What follows belongs to an exercise in optimizing a design on an open flow for small area; a production flow would make more cautious choices.
Function was checked by simulation only, so behaviour that the tests miss may differ from the original.

Setup of the reference run:
## MazeRunner
module MazeRunner(clk,RST_n,SS_n,MOSI,MISO,SCLK,PWMR,PWML,
                  DIRR,DIRL,IR_EN,BMPL_n,BMPR_n,buzz,
				  buzz_n,RX,LED);
For scale: roughly 24 I/O pins, about 0.013 sq mm of cells after synthesis.
==> flow/config.mk <==
export PLATFORM = sky130hd
export DESIGN_NAME = MazeRunner
export DESIGN_NICKNAME = MazeRunner
export VERILOG_FILES = /design/flow/design.v
export SDC_FILE = /design/flow/constraint.sdc
export NUM_CORES = 4
export LEC_CHECK = 0
export ABC_AREA = 1
export CAP_MARGIN = 10
export CORE_MARGIN = 2
export CORE_UTILIZATION = 40
export PLACE_DENSITY = 0.6
export SLEW_MARGIN = 10
==> flow/constraint.sdc <==
create_clock -name core_clock -period 10.0 [get_ports {clk}]
set_input_delay 2.0000 -clock core_clock [delete_from_list [all_inputs] [get_ports {clk}]]
set_output_delay 2.0000 -clock core_clock [all_outputs]
set_load 0.01 [all_outputs]
standard.sh (not shown) runs the stock make flow with config.mk's settings and CLKGATE_MAP_FILE= SYNTH_SCRIPT=/design/flow/synth_recipe.tcl, a recipe that flattens the netlist after the stock synthesis.
==> flow/flow/run.sh <==
#!/bin/bash
# Layout flow: the standard ORFS flow, with these changes:
#  - synthesis: Yosys's synth skips its early "abc -fast" (-noabc), so the adders
#    written out in the RTL reach extract_fa intact, and the final ABC mapping uses
#    an area-oriented script (flow/abc_area.script). Registers are untouched by both.
#  - ports are buffered with sky130_fd_sc_hd__buf_1
#  - after synthesis, adder cells with an unused output are swapped for the smaller
#    cell of the same function on the used output (flow/shrink_adders.py)
#  - clock tree synthesis uses clusters of up to 30 sinks and inserts no dummy loads
set -euo pipefail
W=$(pwd)
rm -rf "$W/scripts_area"
cp -r "$FLOW_HOME/scripts" "$W/scripts_area"
cp "$W/flow/abc_area.script" "$W/scripts_area/abc_area.script"
sed 's/yosys synth -nofsm -noshare {\*}\$args/yosys synth -nofsm -noshare -noabc {*}$args/' \
  "$W/synth_recipe.tcl" > "$W/synth_recipe_noabc.tcl"
grep -q -- '-nofsm -noshare -noabc' "$W/synth_recipe_noabc.tcl"
RES="$W/orfs/results/sky130hd/MazeRunner/base"
ARGS=(
  SCRIPTS_DIR="$W/scripts_area"
  SYNTH_SCRIPT="$W/synth_recipe_noabc.tcl"
  "BUFFER_PORTS_ARGS=-buffer_cell sky130_fd_sc_hd__buf_1"
  "CTS_ARGS=-sink_clustering_enable -repair_clock_nets -sink_clustering_size 30 -sink_clustering_max_diameter 100 -buf_list sky130_fd_sc_hd__clkbuf_16 -dont_use_dummy_load"
)
bash standard.sh "${ARGS[@]}" "$RES/1_2_yosys.v" > synth_make.log 2>&1
cp "$RES/1_2_yosys.v" "$W/1_2_yosys_before_shrink.v.txt"
python3 "$W/flow/shrink_adders.py" "$RES/1_2_yosys.v" > shrink_adders.log 2>&1
bash standard.sh "${ARGS[@]}" finish > flow_make.log 2>&1
Other scripts of this flow, unchanged in this note and not shown: flow/flow/abc_area.script, flow/flow/shrink_adders.py
The reference run: no failed stages, no open violations at the end
For the trial run, these inputs were changed with respect to the reference run:
--- a/flow/design.v
+++ b/flow/design.v
@@ -232,18 +232,18 @@
 	wire [14:0] e15 = {{4{err_sat[10]}}, err_sat};
 	wire [14:0] I_term = {{5{integrator[15]}}, integrator[15:6]};
 	wire [14:0] u_s, u_c, u;
 	wire u_co;
 	csa #(15) iU1(.a({e15[12:0], 2'b00}), .b({e15[13:0], 1'b0}), .c(I_term), .s(u_s), .cy(u_c));
 	rca #(15) iU2(.a(u_s), .b(u_c), .ci(1'b0), .s(u), .co(u_co));
 	wire [11:0] d12 = {{4{D_diff_sat[7]}}, D_diff_sat};
-	wire [11:0] v_s, v_c, PID_s;
-	wire v_co;
-	csa #(12) iV1(.a(u[14:3]), .b({d12[8:0], 3'b000}), .c(~d12), .s(v_s), .cy(v_c));
-	rca #(12) iV2(.a(v_s), .b(v_c), .ci(1'b1), .s(PID_s), .co(v_co));
+	wire [11:0] d7, PID_s;
+	wire c1, c2;
+	rca #(12) iD7(.a({d12[8:0], 3'b000}), .b(~d12), .ci(1'b1), .s(d7), .co(c1));
+	rca #(12) iV2(.a(u[14:3]), .b(d7), .ci(1'b0), .s(PID_s), .co(c2));
 	reg [11:0] PID_q;
 	always_ff @(posedge clk)
 		PID_q <= PID_s;
 	wire [11:0] PID = go ? PID_q : 12'h000;
 	wire [11:0] F = {2'b00, frwrd, 5'b00000};
 	wire [11:0] PIDm = moving ? PID : 12'h000;
 	wire l_co, r_co;
@@ -321,19 +321,18 @@
 logic [2:0] next_state;
 wire bump = ~BMPL_n | ~BMPR_n;
 localparam [20:0] TMR_SEED1 = 21'h1530aa;
 localparam [20:0] TMR_SEED2 = 21'h155400;
 wire tmr_done = &tmr;
 wire REV_tmr1 = tmr_done;
 wire REV_tmr2 = tmr_done;
+wire csr_hold = ~cap_cmd & ~nxt_cmd;
+wire csr_shft = ~cap_cmd & nxt_cmd;
 always_ff @(posedge clk)
-	if (cap_cmd)
-		cmd_shft_reg <= cmd;
-	else if (nxt_cmd)
-		cmd_shft_reg <= {2'b00, cmd_shft_reg[15:2]};
+	cmd_shft_reg <= ({16{cap_cmd}} & cmd) | ({16{csr_shft}} & {2'b00, cmd_shft_reg[15:2]}) | ({16{csr_hold}} & cmd_shft_reg);
 always_ff @(posedge clk, negedge rst_n)
 	if (!rst_n)
 		last_veer_right <= 1'b0;
 	else if (nxt_cmd)
 		last_veer_right <= cmd_shft_reg[0];
 always_ff @(posedge clk)
 	if (rst_tmr)
==> comparison <==
Compared with the reference run, the trial run improves clock skew.
Compared with the reference run, the trial run shows die height that has gone down slightly.
Against the reference run as the reference, the trial run delivers a higher post-route worst setup slack.
Per the comparison of the trial run with the reference run, shortest period the worst path allows shrank by 0.058 ns, setup fix buffers added after clock tree synthesis grew by 5.
